Source: an optimization exercise on an open RTL-to-GDS flow (aim: small area). Production flows keep margins and buffers that such runs may drop.
Only simulation tests tie the RTL to the original design; equivalence was not proved.
Power is estimated from default activity; no workload was simulated.

==> flow/flow/abc_3.script <==
strash
&get -n
&deepsyn -T 120
&put
dch -f
amap
topo
==> flow/constraint.sdc <==
create_clock -name core_clock -period 10.0 [get_ports {clk}]
set_input_delay 2.0000 -clock core_clock [delete_from_list [all_inputs] [get_ports {clk}]]
set_output_delay 2.0000 -clock core_clock [all_outputs]
set_load 0.01 [all_outputs]
==> flow/standard.sh <==
#!/bin/bash
# synth_recipe.tcl (not shown) runs the flow's synth.tcl, then flattens the netlist and writes it again
# the make line also repeats each setting of config.mk as NAME=value (left out here)
make -C /OpenROAD-flow-scripts/flow DESIGN_CONFIG=/design/flow/config.mk WORK_HOME=/design/flow/orfs CLKGATE_MAP_FILE= SYNTH_SCRIPT=/design/flow/synth_recipe.tcl "${@:-finish}"
==> flow/flow/abc_4.script <==
strash
dch -f
amap
strash
dch -f
amap
topo
==> flow/flow/abc_portfolio.tcl <==
# Sourced by the flow's copy of ORFS synth.tcl in place of its single abc call:
# maps the logic with each abc script flow/abc_*.script and keeps the netlist
# with the smallest cell area. abc_args is synth_preamble's argument list
# (it starts with "-script <ORFS script>", which is dropped here).
set portfolio_dir [file dirname [info script]]
set portfolio_best_area ""
set portfolio_best ""
design -save portfolio_pre_abc
foreach portfolio_script [lsort [glob $portfolio_dir/abc_*.script]] {
  design -load portfolio_pre_abc
  log_cmd abc -script $portfolio_script {*}[lrange $abc_args 2 end]
  set portfolio_stat [tee -q -s result.string stat {*}$lib_args]
  if { ![regexp {Chip area for module '[^']*': ([0-9.]+)} $portfolio_stat -> portfolio_area] } {
    error "abc portfolio: no area for $portfolio_script"
  }
  puts "abc portfolio: [file tail $portfolio_script] area $portfolio_area"
  if { $portfolio_best_area eq "" || $portfolio_area < $portfolio_best_area } {
    set portfolio_best_area $portfolio_area
    set portfolio_best $portfolio_script
    design -save portfolio_best
  }
}
design -load portfolio_best
puts "abc portfolio: kept [file tail $portfolio_best] area $portfolio_best_area"
==> flow/flow/post_gpl.tcl <==
# After global placement: the buffers that timing-driven placement added
# (named place*) are resized down to buf_2; the resize step's repair_design
# then fixes any slew or capacitance violation this leaves.
set n 0
foreach inst [get_cells place*] {
  set master [get_property [get_lib_cells -of_objects $inst] name]
  if { [string match "sky130_fd_sc_hd__buf_*" $master] } {
    replace_cell $inst sky130_fd_sc_hd__buf_2
    incr n
  }
}
puts "post_gpl: resized $n placement buffers to buf_2"
==> flow/config.mk <==
export PLATFORM = sky130hd
export DESIGN_NAME = HART_DISPLAY
export DESIGN_NICKNAME = HART_DISPLAY
export VERILOG_FILES = /design/flow/design.v
export SDC_FILE = /design/flow/constraint.sdc
export NUM_CORES = 4
export LEC_CHECK = 0
export CAP_MARGIN = 20
export CORE_MARGIN = 2
export CORE_UTILIZATION = 40
export CTS_BUF_LIST = sky130_fd_sc_hd__clkbuf_8
export SLEW_MARGIN = 20
==> flow/flow/run.sh <==
#!/bin/bash
# Layout flow: the standard ORFS flow, except that
#  - synthesis maps the logic with area-oriented abc scripts (flow/abc_*.script,
#    keeping the smallest result; flow/abc_portfolio.tcl) instead of ORFS's
#    delay-oriented one, and with no adder cells (ADDER_MAP_FILE=); everything
#    else in synthesis (the registers, their names and cells) is the standard flow's
#    standard synthesis;
#  - port buffers are buf_1 cells;
#  - the buffers that timing-driven global placement adds are resized to buf_2
#    (flow/post_gpl.tcl); the resize step's repair_design fixes what that leaves;
#  - clock tree synthesis uses clkbuf_8 and adds no dummy loads.
# Each step's output goes to a log file here (and ORFS's own logs under orfs/logs).
set -euo pipefail
W=$(pwd)

# synthesis script: synth_recipe.tcl, sourcing a copy of ORFS's synth.tcl whose
# abc call is replaced by flow/abc_portfolio.tcl
sed 's|log_cmd abc {\*}$abc_args|source '"$W"'/flow/abc_portfolio.tcl|' \
  "$FLOW_HOME/scripts/synth.tcl" > "$W/synth_area.tcl"
grep -q "source $W/flow/abc_portfolio.tcl" "$W/synth_area.tcl"
sed 's|\$::env(SCRIPTS_DIR)/synth.tcl|'"$W"'/synth_area.tcl|' synth_recipe.tcl > "$W/flow_synth.tcl"
grep -q "$W/synth_area.tcl" "$W/flow_synth.tcl"

bash standard.sh SYNTH_SCRIPT="$W/flow_synth.tcl" ADDER_MAP_FILE= synth > "$W/synth.log" 2>&1
bash standard.sh BUFFER_PORTS_ARGS="-buffer_cell sky130_fd_sc_hd__buf_1" \
  CTS_ARGS="-sink_clustering_enable -repair_clock_nets -buf_list sky130_fd_sc_hd__clkbuf_8 -dont_use_dummy_load" \
  POST_GLOBAL_PLACE_TCL="$W/flow/post_gpl.tcl" \
  finish > "$W/layout.log" 2>&1
==> flow/flow/abc_1.script <==
strash
&get -n
&deepsyn -T 120
&put
dch
amap
topo
==> flow/design.v <==
module	square_object	(
	input	logic	clk,
	input	logic	resetN,
	input 	logic signed	[10:0] pixelX,
	input 	logic signed	[10:0] pixelY,
	input 	logic signed	[10:0] topLeftX,
	input 	logic	signed [10:0] topLeftY,
	output 	logic	[3:0] row,         
	output 	logic	[3:0] col,         
	output 	logic	[4:0] pix_code,    
	output	logic	drawingRequest     
);
parameter  int OBJECT_WIDTH_X = 512;
parameter  int OBJECT_HEIGHT_Y = 416;
wire [11:0] pXe = {pixelX[10], pixelX}, tXe = {topLeftX[10], topLeftX};
wire [11:0] pYe = {pixelY[10], pixelY}, tYe = {topLeftY[10], topLeftY};
wire [12:0] cX, cY;
wire signed [11:0] dX, dY;
assign cX[0] = 1'b1;
assign cY[0] = 1'b1;
genvar gi;
for (gi = 0; gi < 12; gi++) begin : g_sub
	assign dX[gi] = pXe[gi] ^ ~tXe[gi] ^ cX[gi];
	assign cX[gi+1] = (pXe[gi] & ~tXe[gi]) | (pXe[gi] & cX[gi]) | (~tXe[gi] & cX[gi]);
	assign dY[gi] = pYe[gi] ^ ~tYe[gi] ^ cY[gi];
	assign cY[gi+1] = (pYe[gi] & ~tYe[gi]) | (pYe[gi] & cY[gi]) | (~tYe[gi] & cY[gi]);
end
wire insideBracket = (dX >= 0) && (dX < OBJECT_WIDTH_X) && (dY >= 0) && (dY < OBJECT_HEIGHT_Y);
wire [4:0] code_now;
coin_lut lut (.a({dY[4:0], dX[4:0]}), .q(code_now));
always_ff@(posedge clk or negedge resetN)
begin
	if(!resetN)
		drawingRequest	<=	1'b0;
	else
		drawingRequest	<=	insideBracket;
end
always_ff@(posedge clk)
begin
	row      <= dY[8:5];
	col      <= dX[8:5];
	pix_code <= code_now;
end
endmodule
module coin_lut(a, q);
  input [9:0] a;
  wire [9:0] a;
  output [4:0] q;
  wire [4:0] q;
  wire _000_;
  wire _001_;
  wire _002_;
  wire _003_;
  wire _004_;
  wire _005_;
  wire _006_;
  wire _007_;
  wire _008_;
  wire _009_;
  wire _010_;
  wire _011_;
  wire _012_;
  wire _013_;
  wire _014_;
  wire _015_;
  wire _016_;
  wire _017_;
  wire _018_;
  wire _019_;
  wire _020_;
  wire _021_;
  wire _022_;
  wire _023_;
  wire _024_;
  wire _025_;
  wire _026_;
  wire _027_;
  wire _028_;
  wire _029_;
  wire _030_;
  wire _031_;
  wire _032_;
  wire _033_;
  wire _034_;
  wire _035_;
  wire _036_;
  wire _037_;
  wire _038_;
  wire _039_;
  wire _040_;
  wire _041_;
  wire _042_;
  wire _043_;
  wire _044_;
  wire _045_;
  wire _046_;
  wire _047_;
  wire _048_;
  wire _049_;
  wire _050_;
  wire _051_;
  wire _052_;
  wire _053_;
  wire _054_;
  wire _055_;
  wire _056_;
  wire _057_;
  wire _058_;
  wire _059_;
  wire _060_;
  wire _061_;
  wire _062_;
  wire _063_;
  wire _064_;
  wire _065_;
  wire _066_;
  wire _067_;
  wire _068_;
  wire _069_;
  wire _070_;
  wire _071_;
  wire _072_;
  wire _073_;
  wire _074_;
  wire _075_;
  wire _076_;
  wire _077_;
  wire _078_;
  wire _079_;
  wire _080_;
  wire _081_;
  wire _082_;
  wire _083_;
  wire _084_;
  wire _085_;
  wire _086_;
  wire _087_;
  wire _088_;
  wire _089_;
  wire _090_;
  wire _091_;
  wire _092_;
  wire _093_;
  wire _094_;
  wire _095_;
  wire _096_;
  wire _097_;
  wire _098_;
  wire _099_;
  wire _100_;
  wire _101_;
  wire _102_;
  wire _103_;
  wire _104_;
  wire _105_;
  wire _106_;
  wire _107_;
  wire _108_;
  wire _109_;
  wire _110_;
  wire _111_;
  wire _112_;
  wire _113_;
  wire _114_;
  wire _115_;
  wire _116_;
  wire _117_;
  wire _118_;
  wire _119_;
  wire _120_;
  wire _121_;
  wire _122_;
  wire _123_;
  wire _124_;
  wire _125_;
  wire _126_;
  wire _127_;
  wire _128_;
  wire _129_;
  wire _130_;
  wire _131_;
  wire _132_;
  wire _133_;
  wire _134_;
  wire _135_;
  wire _136_;
  wire _137_;
  wire _138_;
  wire _139_;
  wire _140_;
  wire _141_;
  wire _142_;
  wire _143_;
  wire _144_;
  wire _145_;
  wire _146_;
  wire _147_;
  wire _148_;
  wire _149_;
  wire _150_;
  wire _151_;
  wire _152_;
  wire _153_;
  wire _154_;
  wire _155_;
  wire _156_;
  wire _157_;
  wire _158_;
  wire _159_;
  wire _160_;
  wire _161_;
  wire _162_;
  wire _163_;
  wire _164_;
  wire _165_;
  wire _166_;
  wire _167_;
  wire _168_;
  wire _169_;
  wire _170_;
  wire _171_;
  wire _172_;
  wire _173_;
  wire _174_;
  wire _175_;
  wire _176_;
  wire _177_;
  wire _178_;
  wire _179_;
  wire _180_;
  wire _181_;
  wire _182_;
  assign _059_ = ~a[9];
  assign _070_ = a[6] & a[5];
  assign _081_ = a[8] & ~(a[7]);
  assign _092_ = a[4] & ~(a[3]);
  assign _100_ = a[3] & ~(a[4]);
  assign _104_ = ~(_100_ | _092_);
  assign _105_ = ~_104_;
  assign _106_ = a[3] & ~(a[2]);
  assign _107_ = _106_ & ~(a[1]);
  assign _108_ = ~((_107_ | _105_) & _081_);
  assign _109_ = ~a[2];
  assign _110_ = a[4] & ~(a[0]);
  assign _111_ = a[4] | ~(a[0]);
  assign _112_ = _111_ & ~(_110_);
  assign _113_ = _112_ & ~(a[1]);
  assign _114_ = ~a[1];
  assign _115_ = a[0] & a[5];
  assign _116_ = _115_ & ~(_114_);
  assign _117_ = a[5] & ~(_116_);
  assign _118_ = ~((_117_ | _113_) & _109_);
  assign _119_ = ~a[6];
  assign _120_ = a[1] & a[2];
  assign _121_ = ~_120_;
  assign _122_ = a[3] ? a[2] : _121_;
  assign _123_ = ~(a[3] | a[2]);
  assign _124_ = ~((_123_ | _114_) & a[5]);
  assign _125_ = ~((_124_ & _122_) | _119_);
  assign _126_ = _125_ | ~(_118_);
  assign _127_ = ~_123_;
  assign _128_ = ~(a[0] ^ a[2]);
  assign _129_ = ~(a[6] | a[5]);
  assign _130_ = _128_ & ~(_129_);
  assign _131_ = a[1] & ~(_130_);
  assign _132_ = ~a[0];
  assign _133_ = _120_ & ~(_132_);
  assign _134_ = ~((_133_ & a[3]) | a[7]);
  assign _135_ = ~((_131_ | _127_) & _134_);
  assign _136_ = _126_ & ~(_135_);
  assign _137_ = a[1] & a[4];
  assign _138_ = ~_137_;
  assign _139_ = ~a[3];
  assign _140_ = _123_ & a[4];
  assign _141_ = ~((_120_ & _139_) | _140_);
  assign _142_ = _138_ & ~(_141_);
  assign _143_ = a[0] | a[6];
  assign _144_ = _143_ | ~(_142_);
  assign _145_ = ~_115_;
  assign _146_ = a[1] & a[6];
  assign _147_ = ~_146_;
  assign _148_ = ~((_147_ & _145_) | _105_);
  assign _149_ = a[7] & ~(_148_);
  assign _150_ = a[1] & ~(_100_);
  assign _151_ = _129_ | _070_;
  assign _152_ = ~((_151_ | _150_) & _135_);
  assign _153_ = ~((_149_ & _144_) | _152_);
  assign _154_ = a[9] & ~(a[8]);
  assign _155_ = ~_154_;
  assign _156_ = _122_ & ~(_105_);
  assign _157_ = _156_ | _155_;
  assign _158_ = ~((_157_ | _153_) & (_136_ | _108_));
  assign _159_ = _070_ | ~(_158_);
  assign _160_ = a[8] | ~(a[7]);
  assign _161_ = a[0] & ~(a[6]);
  assign _162_ = a[1] ? a[4] : _112_;
  assign _163_ = ~_106_;
  assign _164_ = a[5] ? _114_ : _110_;
  assign _165_ = _164_ & ~(_163_);
  assign _166_ = _165_ & _162_;
  assign _167_ = ~((_161_ & _142_) | _166_);
  assign _168_ = ~a[5];
  assign _169_ = a[0] & a[3];
  assign _170_ = a[8] | ~(a[3]);
  assign _171_ = a[0] | ~(a[2]);
  assign _172_ = ~((a[8] & _139_) | _171_);
  assign _173_ = ~((_172_ & _170_) | (_169_ & _168_));
  assign _174_ = a[4] | ~(a[1]);
  assign _175_ = _174_ | a[7];
  assign _176_ = ~((_175_ | _173_) & (_167_ | _160_));
  assign _177_ = ~((_176_ & _159_) | _059_);
  assign _178_ = a[1] ^ a[6];
  assign _179_ = ~(a[0] | a[3]);
  assign _180_ = _179_ & ~(_114_);
  assign _181_ = ~(a[1] | a[0]);
  assign _182_ = _181_ & ~(_139_);
  assign _000_ = _168_ & ~(_182_);
  assign _001_ = ~_000_;
  assign _002_ = ~((_117_ | _109_) & a[6]);
  assign _003_ = a[2] & ~(_110_);
  assign _004_ = _161_ | a[4];
  assign _005_ = ~((_004_ | _181_) & (_003_ | a[1]));
  assign _006_ = _002_ & ~(_005_);
  assign _007_ = ~((_174_ | _163_) & a[6]);
  assign _008_ = ~((_007_ | _006_) & (_001_ | _180_));
  assign _009_ = ~(_008_ | _160_);
  assign _010_ = _092_ & ~(_128_);
  assign _011_ = ~((_010_ & _009_) | (_166_ & _081_));
  assign _012_ = ~((_011_ | _178_) & _059_);
  assign _013_ = ~_142_;
  assign _014_ = _169_ & _137_;
  assign _015_ = ~_014_;
  assign _016_ = ~((_015_ & _013_) | _133_);
  assign _017_ = ~(a[8] & a[7]);
  assign _018_ = _123_ & ~(_168_);
  assign _019_ = _018_ & ~(_143_);
  assign _020_ = _119_ ? a[3] : _132_;
  assign _021_ = ~((_020_ & _168_) | _019_);
  assign _022_ = ~(_021_ | _017_);
  assign _023_ = ~(_022_ & _016_);
  assign _024_ = _012_ | ~(_023_);
  assign q[3] = _024_ & ~(_177_);
  assign _025_ = ~_070_;
  assign _026_ = ~_122_;
  assign _027_ = ~_131_;
  assign _028_ = a[0] | ~(a[3]);
  assign _029_ = _028_ | _182_;
  assign _030_ = a[6] & ~(_000_);
  assign _031_ = ~((_030_ & _029_) | (_027_ & _026_));
  assign _032_ = ~(_031_ | _181_);
  assign _033_ = ~(_160_ | _129_);
  assign _034_ = ~((_116_ | _163_) & _033_);
  assign _035_ = ~((_032_ & _025_) | _034_);
  assign _036_ = ~_035_;
  assign _037_ = ~((_036_ | _104_) & _108_);
  assign _038_ = _133_ | a[8];
  assign _039_ = ~((_179_ & _121_) | _038_);
  assign _040_ = ~((_039_ | _107_) & _119_);
  assign _041_ = ~_133_;
  assign _042_ = a[0] | a[5];
  assign _043_ = ~((_042_ | _127_) & (_041_ | _139_));
  assign _044_ = _119_ & ~(_043_);
  assign _045_ = ~(_044_ & _016_);
  assign _046_ = a[0] | ~(a[6]);
  assign _047_ = ~((a[0] | a[4]) & a[5]);
  assign _048_ = ~((_046_ & a[1]) | _047_);
  assign _049_ = ~((_048_ | a[7]) & a[8]);
  assign _050_ = ~((_043_ & a[6]) | _049_);
  assign _051_ = ~((_050_ & _045_) | (_040_ & _037_));
  assign _052_ = _017_ | a[9];
  assign _053_ = ~((_138_ & _168_) | _052_);
  assign _054_ = ~((_027_ & a[6]) | _104_);
  assign _055_ = ~((_032_ | a[6]) & _054_);
  assign _056_ = ~(_055_ & a[8]);
  assign _057_ = a[9] & ~(a[7]);
  assign _058_ = ~((_057_ & _056_) | (_053_ & _051_));
  assign _060_ = ~_032_;
  assign _061_ = _137_ | ~(_115_);
  assign _062_ = ~(a[3] & a[2]);
  assign _063_ = a[8] & ~(_070_);
  assign _064_ = ~((_063_ & _062_) | (_140_ & a[0]));
  assign _065_ = _061_ & ~(_064_);
  assign _066_ = _142_ & _125_;
  assign _067_ = ~((_066_ | _065_) & (_060_ | a[8]));
  assign _068_ = ~((_051_ & _111_) | _012_);
  assign _069_ = ~(_068_ | _031_);
  assign _071_ = _112_ & ~(a[5]);
  assign _072_ = ~((_146_ | _139_) & _071_);
  assign _073_ = ~((_072_ & _026_) | _105_);
  assign _074_ = ~(_142_ & _112_);
  assign _075_ = ~(_074_ | _008_);
  assign _076_ = ~((_075_ | _155_) & (_036_ | _006_));
  assign _077_ = _016_ | _148_;
  assign _078_ = ~((_019_ | a[1]) & a[7]);
  assign _079_ = _077_ & ~(_078_);
  assign _080_ = ~_079_;
  assign _082_ = _042_ & ~(_115_);
  assign _083_ = _119_ ? _148_ : _082_;
  assign _084_ = _083_ & _016_;
  assign _085_ = ~_084_;
  assign _086_ = ~(_052_ | _019_);
  assign _087_ = ~((_086_ & _085_) | (_080_ & _076_));
  assign _088_ = ~((_087_ | _073_) & (_069_ | _108_));
  assign _089_ = ~(a[9] | a[6]);
  assign _090_ = _065_ | ~(_089_);
  assign _091_ = ~((_088_ & _132_) | _090_);
  assign _093_ = ~_141_;
  assign _094_ = ~_169_;
  assign _095_ = _081_ & ~(_061_);
  assign _096_ = ~((_095_ & _093_) | (_009_ & _094_));
  assign _097_ = _096_ | _177_;
  assign q[2] = ~((_097_ | _091_) & (_067_ | _058_));
  assign _098_ = ~(_051_ | _156_);
  assign q[1] = a[9] ? _158_ : _098_;
  assign q[0] = ~_088_;
  assign _099_ = ~((_098_ & _059_) | _158_);
  assign _101_ = _098_ | a[9];
  assign _102_ = ~((a[7] & a[6]) | _015_);
  assign _103_ = ~((_070_ | a[7]) & _102_);
  assign q[4] = ~((_103_ & _101_) | _099_);
endmodule
module random 	
 ( 
	input	logic  clk,
	input	logic  resetN, 
	input	logic	 rise,
	output logic unsigned [SIZE_BITS-1:0] dout	
  ) ;
parameter SIZE_BITS = 8;
parameter unsigned MIN_VAL = 0;   
parameter unsigned MAX_VAL = 255;
	logic unsigned  [SIZE_BITS-1:0] counter ;
	logic rise_d  ;
always_ff @(posedge clk or negedge resetN) begin
		if (!resetN) begin
			dout <= (MAX_VAL+MIN_VAL)/2;
			counter <= MIN_VAL;
			rise_d <= 1'b0;
		end
		else begin
			counter <= counter+1;
			if ( counter >= MAX_VAL )  
				counter <=  MIN_VAL ;  
			rise_d <= rise;
			if (rise && !rise_d)  
				dout <= counter;
		end
	end
endmodule
module GridMatrixBitMap (
	input  logic       clk,
	input  logic       resetN,
	input  logic [3:0] row,
	input  logic [3:0] col,
	input  logic [4:0] pix_code,
	input  logic       in_box,
	input  logic       random,
	input  logic       coin_collision,
	output logic       drawingRequest,
	output logic [7:0] RGBout,
	output logic       coin_collect
);
localparam logic [255:0] M0COIN = 256'b0000000000000000000000000000000000000000000000001111011111110101111101101111010111110001111101011111011111110111111101100011111011000110001111101100000000000000111111111011111011111110111000001111111010111110111111101011111011111110100000111111111000001111;
localparam logic [255:0] M1COIN = 256'b0000000000000000000000000000000000000000000000001111011011110111111101101111011111110000111101111111011111110111111101100011111011000111001111101100000000111110111111111011111011111111101111101111111110111110111111111011111011111111100000011111111111111111;
localparam logic [255:0] M0WALL = 256'b0000000000000000000000000000000000000000000000000000100000001010000010010000101000001110000010100000100000001000000010011100000100111001110000010011111111111111000000000100000100000001000111110000000101000001000000010100000100000001011111000000000111110000;
localparam logic [255:0] M1WALL = 256'b0000000000000000000000000000000000000000000000000000100100001000000010010000100000001111000010000000100000001000000010011100000100111000110000010011111111000001000000000100000100000000010000010000000001000001000000000100000100000000011111100000000000000000;
logic random_cs;    
logic valid;        
logic [164:0] eaten;
logic [4:0] out_code;
wire  [7:0] cidx = {row, col};
wire [12:0] rsel;
wire [15:0] csel;
genvar gi;
for (gi = 0; gi < 13; gi++) begin : g_r assign rsel[gi] = (row == gi); end
for (gi = 0; gi < 16; gi++) begin : g_c assign csel[gi] = (col == gi); end
wire [15:0] cseln = ~csel;
wire [12:0] row_eaten;
assign row_eaten[0] = ~((cseln[0] | eaten[0]) & (cseln[1] | eaten[1])) | ~((cseln[2] | eaten[2]) & (cseln[3] | eaten[3])) | ~((cseln[4] | eaten[4]) & (cseln[5] | eaten[5])) | ~((cseln[6] | eaten[6]) & (cseln[7] | eaten[7])) | ~((cseln[8] | eaten[8]) & (cseln[9] | eaten[9])) | ~((cseln[10] | eaten[10]) & (cseln[11] | eaten[11])) | ~((cseln[12] | eaten[12]) & (cseln[13] | eaten[13])) | ~((cseln[14] | eaten[14]) & (cseln[15] | eaten[15]));
assign row_eaten[1] = ~((cseln[0] | eaten[16]) & (cseln[1] | eaten[17])) | ~((cseln[7] | eaten[18]) & (cseln[8] | eaten[19])) | ~((cseln[9] | eaten[20]) & (cseln[10] | eaten[21])) | ~((cseln[11] | eaten[22]) & (cseln[12] | eaten[23])) | ~((cseln[13] | eaten[24]) & (cseln[14] | eaten[25])) | ~(cseln[15] | eaten[26]);
assign row_eaten[2] = ~((cseln[1] | eaten[27]) & (cseln[2] | eaten[28])) | ~((cseln[3] | eaten[29]) & (cseln[4] | eaten[30])) | ~((cseln[5] | eaten[31]) & (cseln[7] | eaten[32])) | ~((cseln[8] | eaten[33]) & (cseln[9] | eaten[34])) | ~((cseln[10] | eaten[35]) & (cseln[11] | eaten[36])) | ~((cseln[12] | eaten[37]) & (cseln[13] | eaten[38])) | ~((cseln[14] | eaten[39]) & (cseln[15] | eaten[40]));
assign row_eaten[3] = ~((cseln[1] | eaten[41]) & (cseln[2] | eaten[42])) | ~((cseln[3] | eaten[43]) & (cseln[4] | eaten[44])) | ~((cseln[5] | eaten[45]) & (cseln[7] | eaten[46])) | ~((cseln[8] | eaten[47]) & (cseln[9] | eaten[48])) | ~((cseln[10] | eaten[49]) & (cseln[11] | eaten[50])) | ~((cseln[12] | eaten[51]) & (cseln[13] | eaten[52])) | ~((cseln[14] | eaten[53]) & (cseln[15] | eaten[54]));
assign row_eaten[4] = ~((cseln[1] | eaten[55]) & (cseln[2] | eaten[56])) | ~((cseln[3] | eaten[57]) & (cseln[4] | eaten[58])) | ~((cseln[5] | eaten[59]) & (cseln[6] | eaten[60])) | ~((cseln[7] | eaten[61]) & (cseln[8] | eaten[62])) | ~((cseln[9] | eaten[63]) & (cseln[10] | eaten[64])) | ~((cseln[11] | eaten[65]) & (cseln[12] | eaten[66])) | ~((cseln[13] | eaten[67]) & (cseln[14] | eaten[68])) | ~(cseln[15] | eaten[69]);
assign row_eaten[5] = ~((cseln[1] | eaten[70]) & (cseln[2] | eaten[71])) | ~((cseln[3] | eaten[72]) & (cseln[4] | eaten[73])) | ~((cseln[5] | eaten[74]) & (cseln[7] | eaten[75])) | ~((cseln[8] | eaten[76]) & (cseln[9] | eaten[77])) | ~((cseln[10] | eaten[78]) & (cseln[11] | eaten[79])) | ~((cseln[12] | eaten[80]) & (cseln[13] | eaten[81])) | ~((cseln[14] | eaten[82]) & (cseln[15] | eaten[83]));
assign row_eaten[6] = ~((cseln[1] | eaten[84]) & (cseln[2] | eaten[85])) | ~((cseln[3] | eaten[86]) & (cseln[4] | eaten[87])) | ~((cseln[5] | eaten[88]) & (cseln[14] | eaten[89])) | ~(cseln[15] | eaten[90]);
assign row_eaten[7] = ~((cseln[1] | eaten[91]) & (cseln[2] | eaten[92])) | ~((cseln[3] | eaten[93]) & (cseln[4] | eaten[94])) | ~((cseln[5] | eaten[95]) & (cseln[8] | eaten[96])) | ~((cseln[9] | eaten[97]) & (cseln[10] | eaten[98])) | ~((cseln[14] | eaten[99]) & (cseln[15] | eaten[100]));
assign row_eaten[8] = ~((cseln[1] | eaten[101]) & (cseln[2] | eaten[102])) | ~((cseln[3] | eaten[103]) & (cseln[4] | eaten[104])) | ~((cseln[5] | eaten[105]) & (cseln[9] | eaten[106])) | ~((cseln[10] | eaten[107]) & (cseln[12] | eaten[108])) | ~((cseln[13] | eaten[109]) & (cseln[14] | eaten[110])) | ~(cseln[15] | eaten[111]);
assign row_eaten[9] = ~((cseln[0] | eaten[112]) & (cseln[1] | eaten[113])) | ~((cseln[2] | eaten[114]) & (cseln[4] | eaten[115])) | ~((cseln[5] | eaten[116]) & (cseln[6] | eaten[117])) | ~((cseln[7] | eaten[118]) & (cseln[8] | eaten[119])) | ~((cseln[9] | eaten[120]) & (cseln[10] | eaten[121])) | ~((cseln[12] | eaten[122]) & (cseln[13] | eaten[123])) | ~((cseln[14] | eaten[124]) & (cseln[15] | eaten[125]));
assign row_eaten[10] = ~((cseln[0] | eaten[126]) & (cseln[1] | eaten[127])) | ~((cseln[2] | eaten[128]) & (cseln[4] | eaten[129])) | ~((cseln[5] | eaten[130]) & (cseln[6] | eaten[131])) | ~((cseln[7] | eaten[132]) & (cseln[8] | eaten[133])) | ~((cseln[12] | eaten[134]) & (cseln[13] | eaten[135])) | ~((cseln[14] | eaten[136]) & (cseln[15] | eaten[137]));
assign row_eaten[11] = ~((cseln[0] | eaten[138]) & (cseln[1] | eaten[139])) | ~((cseln[2] | eaten[140]) & (cseln[4] | eaten[141])) | ~((cseln[5] | eaten[142]) & (cseln[6] | eaten[143])) | ~((cseln[7] | eaten[144]) & (cseln[9] | eaten[145])) | ~((cseln[10] | eaten[146]) & (cseln[12] | eaten[147])) | ~((cseln[13] | eaten[148]) & (cseln[14] | eaten[149])) | ~(cseln[15] | eaten[150]);
assign row_eaten[12] = ~((cseln[0] | eaten[151]) & (cseln[1] | eaten[152])) | ~((cseln[2] | eaten[153]) & (cseln[4] | eaten[154])) | ~((cseln[5] | eaten[155]) & (cseln[6] | eaten[156])) | ~((cseln[7] | eaten[157]) & (cseln[8] | eaten[158])) | ~((cseln[9] | eaten[159]) & (cseln[10] | eaten[160])) | ~((cseln[12] | eaten[161]) & (cseln[13] | eaten[162])) | ~((cseln[14] | eaten[163]) & (cseln[15] | eaten[164]));
wire eaten_sel = |(rsel & row_eaten);
wire coin_m  = random_cs ? M1COIN[cidx] : M0COIN[cidx];
wire wall_m  = random_cs ? M1WALL[cidx] : M0WALL[cidx];
wire is_coin = in_box & ~eaten_sel & coin_m;
wire is_wall = in_box & ~eaten_sel & wall_m;
wire eat     = is_coin & coin_collision;
wire clr     = ~valid | (random != random_cs);
wire [12:0] wrow = rsel & {13{eat}};
always_ff @(posedge clk) begin
	coin_collect <= eat;
	eaten[0] <= (eaten[0] | clr) & ~(wrow[0] & csel[0]);
	eaten[1] <= (eaten[1] | clr) & ~(wrow[0] & csel[1]);
	eaten[2] <= (eaten[2] | clr) & ~(wrow[0] & csel[2]);
	eaten[3] <= (eaten[3] | clr) & ~(wrow[0] & csel[3]);
	eaten[4] <= (eaten[4] | clr) & ~(wrow[0] & csel[4]);
	eaten[5] <= (eaten[5] | clr) & ~(wrow[0] & csel[5]);
	eaten[6] <= (eaten[6] | clr) & ~(wrow[0] & csel[6]);
	eaten[7] <= (eaten[7] | clr) & ~(wrow[0] & csel[7]);
	eaten[8] <= (eaten[8] | clr) & ~(wrow[0] & csel[8]);
	eaten[9] <= (eaten[9] | clr) & ~(wrow[0] & csel[9]);
	eaten[10] <= (eaten[10] | clr) & ~(wrow[0] & csel[10]);
	eaten[11] <= (eaten[11] | clr) & ~(wrow[0] & csel[11]);
	eaten[12] <= (eaten[12] | clr) & ~(wrow[0] & csel[12]);
	eaten[13] <= (eaten[13] | clr) & ~(wrow[0] & csel[13]);
	eaten[14] <= (eaten[14] | clr) & ~(wrow[0] & csel[14]);
	eaten[15] <= (eaten[15] | clr) & ~(wrow[0] & csel[15]);
	eaten[16] <= (eaten[16] | clr) & ~(wrow[1] & csel[0]);
	eaten[17] <= (eaten[17] | clr) & ~(wrow[1] & csel[1]);
	eaten[18] <= (eaten[18] | clr) & ~(wrow[1] & csel[7]);
	eaten[19] <= (eaten[19] | clr) & ~(wrow[1] & csel[8]);
	eaten[20] <= (eaten[20] | clr) & ~(wrow[1] & csel[9]);
	eaten[21] <= (eaten[21] | clr) & ~(wrow[1] & csel[10]);
	eaten[22] <= (eaten[22] | clr) & ~(wrow[1] & csel[11]);
	eaten[23] <= (eaten[23] | clr) & ~(wrow[1] & csel[12]);
	eaten[24] <= (eaten[24] | clr) & ~(wrow[1] & csel[13]);
	eaten[25] <= (eaten[25] | clr) & ~(wrow[1] & csel[14]);
	eaten[26] <= (eaten[26] | clr) & ~(wrow[1] & csel[15]);
	eaten[27] <= (eaten[27] | clr) & ~(wrow[2] & csel[1]);
	eaten[28] <= (eaten[28] | clr) & ~(wrow[2] & csel[2]);
	eaten[29] <= (eaten[29] | clr) & ~(wrow[2] & csel[3]);
	eaten[30] <= (eaten[30] | clr) & ~(wrow[2] & csel[4]);
	eaten[31] <= (eaten[31] | clr) & ~(wrow[2] & csel[5]);
	eaten[32] <= (eaten[32] | clr) & ~(wrow[2] & csel[7]);
	eaten[33] <= (eaten[33] | clr) & ~(wrow[2] & csel[8]);
	eaten[34] <= (eaten[34] | clr) & ~(wrow[2] & csel[9]);
	eaten[35] <= (eaten[35] | clr) & ~(wrow[2] & csel[10]);
	eaten[36] <= (eaten[36] | clr) & ~(wrow[2] & csel[11]);
	eaten[37] <= (eaten[37] | clr) & ~(wrow[2] & csel[12]);
	eaten[38] <= (eaten[38] | clr) & ~(wrow[2] & csel[13]);
	eaten[39] <= (eaten[39] | clr) & ~(wrow[2] & csel[14]);
	eaten[40] <= (eaten[40] | clr) & ~(wrow[2] & csel[15]);
	eaten[41] <= (eaten[41] | clr) & ~(wrow[3] & csel[1]);
	eaten[42] <= (eaten[42] | clr) & ~(wrow[3] & csel[2]);
	eaten[43] <= (eaten[43] | clr) & ~(wrow[3] & csel[3]);
	eaten[44] <= (eaten[44] | clr) & ~(wrow[3] & csel[4]);
	eaten[45] <= (eaten[45] | clr) & ~(wrow[3] & csel[5]);
	eaten[46] <= (eaten[46] | clr) & ~(wrow[3] & csel[7]);
	eaten[47] <= (eaten[47] | clr) & ~(wrow[3] & csel[8]);
	eaten[48] <= (eaten[48] | clr) & ~(wrow[3] & csel[9]);
	eaten[49] <= (eaten[49] | clr) & ~(wrow[3] & csel[10]);
	eaten[50] <= (eaten[50] | clr) & ~(wrow[3] & csel[11]);
	eaten[51] <= (eaten[51] | clr) & ~(wrow[3] & csel[12]);
	eaten[52] <= (eaten[52] | clr) & ~(wrow[3] & csel[13]);
	eaten[53] <= (eaten[53] | clr) & ~(wrow[3] & csel[14]);
	eaten[54] <= (eaten[54] | clr) & ~(wrow[3] & csel[15]);
	eaten[55] <= (eaten[55] | clr) & ~(wrow[4] & csel[1]);
	eaten[56] <= (eaten[56] | clr) & ~(wrow[4] & csel[2]);
	eaten[57] <= (eaten[57] | clr) & ~(wrow[4] & csel[3]);
	eaten[58] <= (eaten[58] | clr) & ~(wrow[4] & csel[4]);
	eaten[59] <= (eaten[59] | clr) & ~(wrow[4] & csel[5]);
	eaten[60] <= (eaten[60] | clr) & ~(wrow[4] & csel[6]);
	eaten[61] <= (eaten[61] | clr) & ~(wrow[4] & csel[7]);
	eaten[62] <= (eaten[62] | clr) & ~(wrow[4] & csel[8]);
	eaten[63] <= (eaten[63] | clr) & ~(wrow[4] & csel[9]);
	eaten[64] <= (eaten[64] | clr) & ~(wrow[4] & csel[10]);
	eaten[65] <= (eaten[65] | clr) & ~(wrow[4] & csel[11]);
	eaten[66] <= (eaten[66] | clr) & ~(wrow[4] & csel[12]);
	eaten[67] <= (eaten[67] | clr) & ~(wrow[4] & csel[13]);
	eaten[68] <= (eaten[68] | clr) & ~(wrow[4] & csel[14]);
	eaten[69] <= (eaten[69] | clr) & ~(wrow[4] & csel[15]);
	eaten[70] <= (eaten[70] | clr) & ~(wrow[5] & csel[1]);
	eaten[71] <= (eaten[71] | clr) & ~(wrow[5] & csel[2]);
	eaten[72] <= (eaten[72] | clr) & ~(wrow[5] & csel[3]);
	eaten[73] <= (eaten[73] | clr) & ~(wrow[5] & csel[4]);
	eaten[74] <= (eaten[74] | clr) & ~(wrow[5] & csel[5]);
	eaten[75] <= (eaten[75] | clr) & ~(wrow[5] & csel[7]);
	eaten[76] <= (eaten[76] | clr) & ~(wrow[5] & csel[8]);
	eaten[77] <= (eaten[77] | clr) & ~(wrow[5] & csel[9]);
	eaten[78] <= (eaten[78] | clr) & ~(wrow[5] & csel[10]);
	eaten[79] <= (eaten[79] | clr) & ~(wrow[5] & csel[11]);
	eaten[80] <= (eaten[80] | clr) & ~(wrow[5] & csel[12]);
	eaten[81] <= (eaten[81] | clr) & ~(wrow[5] & csel[13]);
	eaten[82] <= (eaten[82] | clr) & ~(wrow[5] & csel[14]);
	eaten[83] <= (eaten[83] | clr) & ~(wrow[5] & csel[15]);
	eaten[84] <= (eaten[84] | clr) & ~(wrow[6] & csel[1]);
	eaten[85] <= (eaten[85] | clr) & ~(wrow[6] & csel[2]);
	eaten[86] <= (eaten[86] | clr) & ~(wrow[6] & csel[3]);
	eaten[87] <= (eaten[87] | clr) & ~(wrow[6] & csel[4]);
	eaten[88] <= (eaten[88] | clr) & ~(wrow[6] & csel[5]);
	eaten[89] <= (eaten[89] | clr) & ~(wrow[6] & csel[14]);
	eaten[90] <= (eaten[90] | clr) & ~(wrow[6] & csel[15]);
	eaten[91] <= (eaten[91] | clr) & ~(wrow[7] & csel[1]);
	eaten[92] <= (eaten[92] | clr) & ~(wrow[7] & csel[2]);
	eaten[93] <= (eaten[93] | clr) & ~(wrow[7] & csel[3]);
	eaten[94] <= (eaten[94] | clr) & ~(wrow[7] & csel[4]);
	eaten[95] <= (eaten[95] | clr) & ~(wrow[7] & csel[5]);
	eaten[96] <= (eaten[96] | clr) & ~(wrow[7] & csel[8]);
	eaten[97] <= (eaten[97] | clr) & ~(wrow[7] & csel[9]);
	eaten[98] <= (eaten[98] | clr) & ~(wrow[7] & csel[10]);
	eaten[99] <= (eaten[99] | clr) & ~(wrow[7] & csel[14]);
	eaten[100] <= (eaten[100] | clr) & ~(wrow[7] & csel[15]);
	eaten[101] <= (eaten[101] | clr) & ~(wrow[8] & csel[1]);
	eaten[102] <= (eaten[102] | clr) & ~(wrow[8] & csel[2]);
	eaten[103] <= (eaten[103] | clr) & ~(wrow[8] & csel[3]);
	eaten[104] <= (eaten[104] | clr) & ~(wrow[8] & csel[4]);
	eaten[105] <= (eaten[105] | clr) & ~(wrow[8] & csel[5]);
	eaten[106] <= (eaten[106] | clr) & ~(wrow[8] & csel[9]);
	eaten[107] <= (eaten[107] | clr) & ~(wrow[8] & csel[10]);
	eaten[108] <= (eaten[108] | clr) & ~(wrow[8] & csel[12]);
	eaten[109] <= (eaten[109] | clr) & ~(wrow[8] & csel[13]);
	eaten[110] <= (eaten[110] | clr) & ~(wrow[8] & csel[14]);
	eaten[111] <= (eaten[111] | clr) & ~(wrow[8] & csel[15]);
	eaten[112] <= (eaten[112] | clr) & ~(wrow[9] & csel[0]);
	eaten[113] <= (eaten[113] | clr) & ~(wrow[9] & csel[1]);
	eaten[114] <= (eaten[114] | clr) & ~(wrow[9] & csel[2]);
	eaten[115] <= (eaten[115] | clr) & ~(wrow[9] & csel[4]);
	eaten[116] <= (eaten[116] | clr) & ~(wrow[9] & csel[5]);
	eaten[117] <= (eaten[117] | clr) & ~(wrow[9] & csel[6]);
	eaten[118] <= (eaten[118] | clr) & ~(wrow[9] & csel[7]);
	eaten[119] <= (eaten[119] | clr) & ~(wrow[9] & csel[8]);
	eaten[120] <= (eaten[120] | clr) & ~(wrow[9] & csel[9]);
	eaten[121] <= (eaten[121] | clr) & ~(wrow[9] & csel[10]);
	eaten[122] <= (eaten[122] | clr) & ~(wrow[9] & csel[12]);
	eaten[123] <= (eaten[123] | clr) & ~(wrow[9] & csel[13]);
	eaten[124] <= (eaten[124] | clr) & ~(wrow[9] & csel[14]);
	eaten[125] <= (eaten[125] | clr) & ~(wrow[9] & csel[15]);
	eaten[126] <= (eaten[126] | clr) & ~(wrow[10] & csel[0]);
	eaten[127] <= (eaten[127] | clr) & ~(wrow[10] & csel[1]);
	eaten[128] <= (eaten[128] | clr) & ~(wrow[10] & csel[2]);
	eaten[129] <= (eaten[129] | clr) & ~(wrow[10] & csel[4]);
	eaten[130] <= (eaten[130] | clr) & ~(wrow[10] & csel[5]);
	eaten[131] <= (eaten[131] | clr) & ~(wrow[10] & csel[6]);
	eaten[132] <= (eaten[132] | clr) & ~(wrow[10] & csel[7]);
	eaten[133] <= (eaten[133] | clr) & ~(wrow[10] & csel[8]);
	eaten[134] <= (eaten[134] | clr) & ~(wrow[10] & csel[12]);
	eaten[135] <= (eaten[135] | clr) & ~(wrow[10] & csel[13]);
	eaten[136] <= (eaten[136] | clr) & ~(wrow[10] & csel[14]);
	eaten[137] <= (eaten[137] | clr) & ~(wrow[10] & csel[15]);
	eaten[138] <= (eaten[138] | clr) & ~(wrow[11] & csel[0]);
	eaten[139] <= (eaten[139] | clr) & ~(wrow[11] & csel[1]);
	eaten[140] <= (eaten[140] | clr) & ~(wrow[11] & csel[2]);
	eaten[141] <= (eaten[141] | clr) & ~(wrow[11] & csel[4]);
	eaten[142] <= (eaten[142] | clr) & ~(wrow[11] & csel[5]);
	eaten[143] <= (eaten[143] | clr) & ~(wrow[11] & csel[6]);
	eaten[144] <= (eaten[144] | clr) & ~(wrow[11] & csel[7]);
	eaten[145] <= (eaten[145] | clr) & ~(wrow[11] & csel[9]);
	eaten[146] <= (eaten[146] | clr) & ~(wrow[11] & csel[10]);
	eaten[147] <= (eaten[147] | clr) & ~(wrow[11] & csel[12]);
	eaten[148] <= (eaten[148] | clr) & ~(wrow[11] & csel[13]);
	eaten[149] <= (eaten[149] | clr) & ~(wrow[11] & csel[14]);
	eaten[150] <= (eaten[150] | clr) & ~(wrow[11] & csel[15]);
	eaten[151] <= (eaten[151] | clr) & ~(wrow[12] & csel[0]);
	eaten[152] <= (eaten[152] | clr) & ~(wrow[12] & csel[1]);
	eaten[153] <= (eaten[153] | clr) & ~(wrow[12] & csel[2]);
	eaten[154] <= (eaten[154] | clr) & ~(wrow[12] & csel[4]);
	eaten[155] <= (eaten[155] | clr) & ~(wrow[12] & csel[5]);
	eaten[156] <= (eaten[156] | clr) & ~(wrow[12] & csel[6]);
	eaten[157] <= (eaten[157] | clr) & ~(wrow[12] & csel[7]);
	eaten[158] <= (eaten[158] | clr) & ~(wrow[12] & csel[8]);
	eaten[159] <= (eaten[159] | clr) & ~(wrow[12] & csel[9]);
	eaten[160] <= (eaten[160] | clr) & ~(wrow[12] & csel[10]);
	eaten[161] <= (eaten[161] | clr) & ~(wrow[12] & csel[12]);
	eaten[162] <= (eaten[162] | clr) & ~(wrow[12] & csel[13]);
	eaten[163] <= (eaten[163] | clr) & ~(wrow[12] & csel[14]);
	eaten[164] <= (eaten[164] | clr) & ~(wrow[12] & csel[15]);
end
always_ff @(posedge clk or negedge resetN) begin
	if (!resetN) begin
		out_code  <= 5'd0;    
		random_cs <= 1'b0;
		valid     <= 1'b0;
	end else begin
		valid     <= 1'b1;
		random_cs <= random;
		if (is_wall)
			out_code <= 5'd20;    
		else if (is_coin)
			out_code <= pix_code;
		else
			out_code <= 5'd1;    
	end
end
always_comb begin
	case (out_code)
		5'd0: RGBout = 8'h00;
		5'd1: RGBout = 8'hff;
		5'd2: RGBout = 8'hf0;
		5'd3: RGBout = 8'hf5;
		5'd4: RGBout = 8'h20;
		5'd5: RGBout = 8'h64;
		5'd6: RGBout = 8'hf4;
		5'd7: RGBout = 8'hd1;
		5'd8: RGBout = 8'hf1;
		5'd9: RGBout = 8'h6d;
		5'd10: RGBout = 8'h24;
		5'd11: RGBout = 8'had;
		5'd12: RGBout = 8'hda;
		5'd13: RGBout = 8'hac;
		5'd14: RGBout = 8'hdf;
		5'd15: RGBout = 8'hb6;
		5'd16: RGBout = 8'h84;
		5'd17: RGBout = 8'hb1;
		5'd18: RGBout = 8'h8d;
		5'd19: RGBout = 8'hdb;
		5'd20: RGBout = 8'h03;
		default: RGBout = 8'hff;
	endcase
end
assign drawingRequest = (out_code != 5'd1);
endmodule
module	HART_DISPLAY	(
					input	logic	clk,
					input	logic	resetN,
					input	logic	[10:0] pixelX,
					input	logic	[10:0] pixelY,
					input	logic	[10:0] topLeftX,
					input	logic	[10:0] topLeftY,
					input	logic	coin_collision,
					input	logic	star,
					output	logic	[7:0] hartRGB,
					output	logic	HartDrawingRequest,
					output	logic	coin_collect
);
logic	[3:0] row;
logic	[3:0] col;
logic	[4:0] pix_code;
logic	boxHartDrawingRequest;
logic	rand_bit;
square_object #(
	.OBJECT_WIDTH_X(512),
	.OBJECT_HEIGHT_Y(416)
) inst11 (
	.clk(clk),
	.resetN(resetN),
	.pixelX(pixelX),
	.pixelY(pixelY),
	.topLeftX(topLeftX),
	.topLeftY(topLeftY),
	.row(row),
	.col(col),
	.pix_code(pix_code),
	.drawingRequest(boxHartDrawingRequest)
);
random #(
	.SIZE_BITS(1),
	.MIN_VAL(0),
	.MAX_VAL(1)
) inst1 (
	.clk(clk),
	.resetN(resetN),
	.rise(star),
	.dout(rand_bit)
);
GridMatrixBitMap inst (
	.clk(clk),
	.resetN(resetN),
	.row(row),
	.col(col),
	.pix_code(pix_code),
	.in_box(boxHartDrawingRequest),
	.random(rand_bit),
	.coin_collision(coin_collision),
	.drawingRequest(HartDrawingRequest),
	.RGBout(hartRGB),
	.coin_collect(coin_collect)
);
endmodule
==> flow/flow/abc_2.script <==
strash
&get -n
&deepsyn -T 60
&put
dch
amap
strash
&get -n
&deepsyn -T 60
&put
dch
amap
topo
==> impl_metrics.json <==
{
  "syn_avg_cell_area_sq_um": 8.96,
  "tns_ns": 0,
  "whs_path_depth": 1,
  "rsz0062_at_grt": "no",
  "maxCapViolCount": 0,
  "post_cts_buffers": 0,
  "worstSetupStartpointType": "input pin",
  "synth_cell_types": 41,
  "cts_root_buf": "clkbuf_8",
  "syn2layout_area_growth_pct": 11.4,
  "drt_iter0_drc": 638,
  "final_antenna_net_count": 0,
  "critPathArrivalTime_ns": 6.65,
  "placed_cell_area_sq_mm": 0.00883,
  "dr_total_vias": 7528,
  "fmax_mhz": 158,
  "fill_cells": 2013,
  "p_sw_w": 0.000444,
  "die_w_um": 147,
  "drc_errors": 0,
  "cts.htree.levels": 4,
  "tritoncts": "yes",
  "period_share_pct": 63.2,
  "crit_type": "in2reg",
  "slew_headroom_pct": 32.8,
  "cts_inserted_buffers": 17,
  "clk_pin_slew_worst_paths_ns": 0.08,
  "whs_ns": 0.443,
  "crit_path_max_fanout": 8,
  "drive_above_1_share_pct": 3.79,
  "p_seq_share_pct": 54.6,
  "synth_fp_nets": 956,
  "leakagePower_nw": 2.74,
  "first_pass_iters": 7,
  "wl_per_cell_um": 17.8,
  "finClkSkew_ns": 0.0448,
  "finalHoldViolCount": 0,
  "core-area_sq_mm": 0.0201,
  "portBuffers": 57,
  "synth_edf_count": 0,
  "timing.rr.start": "inst11.col[0]",
  "place_hpwl_mm": 15.2,
  "grt_usage_pct": 21.1,
  "grt_pass1_wl_mm": 36.4,
  "swShare_pct": 30.7,
  "slew_violations": 0,
  "pwr-share-comb_pct": 19.2,
  "crit_path_end": "inst11.pix_code[2]",
  "design_area_sq_mm": 0.00906,
  "grt_overflow": 0,
  "rrSetupSlack_ns": 4.45,
  "ys_seq_elements": 190,
  "cts_resized": 0,
  "p_int_w": 0.00100,
  "clk_latency_ns": 0.46,
  "max_slew.worst_pin.slew_ns": 0.998,
  "first_global_vias": 6836,
  "vdd_ir_drop_max_v": 0.0000707,
  "synth_ff_type": "dfxtp_1",
  "worstHoldPathType": "reg2reg",
  "antenna_found_initial": 0,
  "antenna-diode-count": 0,
  "ys_async_sr_fraction_pct": 5.79,
  "ff2ff_path_depth": 14,
  "cp.required_ns": 10.33,
  "p_clk_share_pct": 26.3,
  "postCtsHoldBufs": 0,
  "ys_seq_area_share_pct": 47.5,
  "setup_viol_count_final": 0,
  "rows": 52,
  "syn_inst": 908,
  "layout.nets": 1052,
  "chipHeight_um": 147,
  "pin_count": 58,
  "endpoint_kind": "flip-flop",
  "grt_max_degree": 81,
  "run_status": "finished clean",
  "synth_area_sq_mm": 0.00813,
  "power_density_mw_per_mm2": 159,
  "start_util_pct": 40.4,
  "die-area_sq_mm": 0.0215,
  "reg2reg_to": "inst.eaten[5]",
  "startpoint": "topLeftX[1]",
  "synth.yosys.warnings": 3,
  "routed_wl_mm": 22.7,
  "vias_per_cell": 5.92,
  "cts_sinks": 190,
  "period_needed_ns": 6.32,
  "cts_buffer_depth": 2
}
layout make-up:
type,instances,area (sq um),share of cell area [%]
clock buffer,17,234,2.58
inverter,66,248,2.73
multi-input combinational,652,4040,44.6
sequential,190,3860,42.6
tap,270,338,3.73
timing repair buffer,77,342,3.77
flip-flops by register name (all words and copies together) (netlist names), 4 cells and up:
| name | flops |
|---|---|
| inst11.col | 4 |
| inst.out_code | 5 |
| inst11.pix_code | 5 |
| inst.eaten | 165 |
| inst11.row | 4 |
per-stage QoR:
step | cells | utilization (%) | worst slack [ns] | total power (W)
detailed placement | 1255 | 43.9 | 3.33 | 0.00108
CTS | 1272 | 45.1 | 3.82 | 0.00145
global route | 1272 | 45.1 | 3.16 | 0.00151
global placement | 1254 | 44.0 | 3.54 | 0.00108
floorplan | 908 | - | 3.03 | 0.000979
finish | 1272 | 45.1 | 3.68 | 0.00144
cell usage after synthesis, types with 2 or more instances:
cell	instances	area, sq um
o211a_1	2	20.0
o21a_1	6	45.0
nor2b_1	6	37.5
a2111oi_0	4	35.0
a211oi_1	4	30.0
a31oi_1	12	75.1
a221oi_1	2	17.5
o21ai_0	60	300
a22oi_1	2	15.0
o41ai_1	2	17.5
a21oi_1	39	195
a31o_1	2	17.5
or3_1	10	62.6
o22a_1	170	1490
o32ai_1	4	35.0
clkinv_1	66	248
nand2_1	54	203
nor2_1	110	413
nand4_1	3	18.8
or2_0	3	18.8
o221ai_1	5	43.8
o22ai_1	71	444
o2111a_1	2	22.5
o211ai_1	5	37.5
nor3_1	23	115
dfrtp_1	11	275
nor4_1	16	100
dfxtp_1	179	3580
nand3_1	23	115
critical path, cell delays in order:
cell and delay (ns):
buf_1 0.07, clkinv_1 0.08, o21ai_0 0.36, o22ai_1 0.15
o21ai_0 0.74, clkinv_1 0.48, o22ai_1 0.36, a21oi_1 0.19
o32ai_1 0.36, o21ai_0 0.25, clkinv_1 0.11, nand3_1 0.08
a31oi_1 0.25, nand3_1 0.12, o22a_1 0.19, o21ai_0 0.20
a21oi_1 0.07, nor2_1 0.09, nor2_1 0.04, a21oi_1 0.18
o2111a_1 0.20, o32ai_1 0.08
per-layer routing:
metal | global-route usage (%) | share of wire (%) | up-vias
met3 | 4.06 | 6.2 | 27
met4 | 6.02 | 1.5 | 0
met2 | 31.7 | 43 | 261
met5 | 0 | 0 | -
met1 | 30.8 | 50 | 3522
li1 | - | - | 3718
how the worst min path moves through the flow:
stage	from	end	slack, ns
2_1_floorplan	inst1.dout	inst.random_cs	0.38
3_3_place_gp	inst11.pix_code[1]	inst.out_code[1]	0.43
3_5_place_dp	inst11.pix_code[1]	inst.out_code[1]	0.43
4_1_cts	inst11.pix_code[1]	inst.out_code[1]	0.45
5_1_grt	inst1.counter	inst1.counter	0.47
6_report	inst11.pix_code[1]	inst.out_code[1]	0.44
power groups by stage:
stage                     logic [W]  clock network (W)  registers (W)
after floorplan            0.000182                  0       0.000797
after global placement     0.000279                  0       0.000805
after detailed placement   0.000272                  0       0.000805
after CTS                  0.000273           0.000390       0.000788
after global routing       0.000307           0.000418       0.000790
final                      0.000277           0.000379       0.000788
kinds of logic (layout without fill, tap and decap cells):
kind of cell | count (synthesis) | count (layout) | share of synthesized area, %
buf+inv | 66 | 160 | 3.05
compound gates | 400 | 400 | 35.8
flops | 190 | 190 | 47.5
simple gates | 251 | 251 | 13.6
other cells | 1 | 1 | 0.0461
placed cells by master, fill, tap and decap left out, drive strengths merged, types with 2 or more instances in the layout:
cell type and n:
a2111oi 4, a211oi 4, a21oi 39, a221oi 2
a22oi 2, a31o 2, a31oi 12, buf 77
clkbuf 17, clkinv 66, dfrtp 11, dfxtp 179
nand2 54, nand3 23, nand4 3, nor2 110
nor2b 6, nor3 23, nor4 16, o2111a 2
o211a 2, o211ai 5, o21a 6, o21ai 60
o221ai 5, o22a 170, o22ai 71, o32ai 4
o41ai 2, or2 3, or3 10

==> separate check: timing with driven ports <==
How much do the figures lean on ideal ports? The routed layout below was timed once more, with nothing changed but the port constraints.
Step 1 sets driving cells, clkbuf_16 on the clock port and buf_2 on the other inputs (assumed; they add their load-dependent delay and slew).
Step 2 times the ports against the registers' clock, not the clock port: input delays grow and output delays shrink by t, the midpoint of the rising clock arrivals with the driver on.
a / b / c = no drivers / after step 1 / after step 2; a / b = the first two.
t (ns): 0.475
setup slack, ns: 3.685 / 3.698 / 3.223
latest minus earliest clock arrival (ns): 0.045 / 0.045
worst slew at a driven data input, ns: 0.04
After both steps setup and hold are still met in this run. For this run, drivers alone change the setup slack by +0.013 ns; drivers and shift together by -0.462 ns.
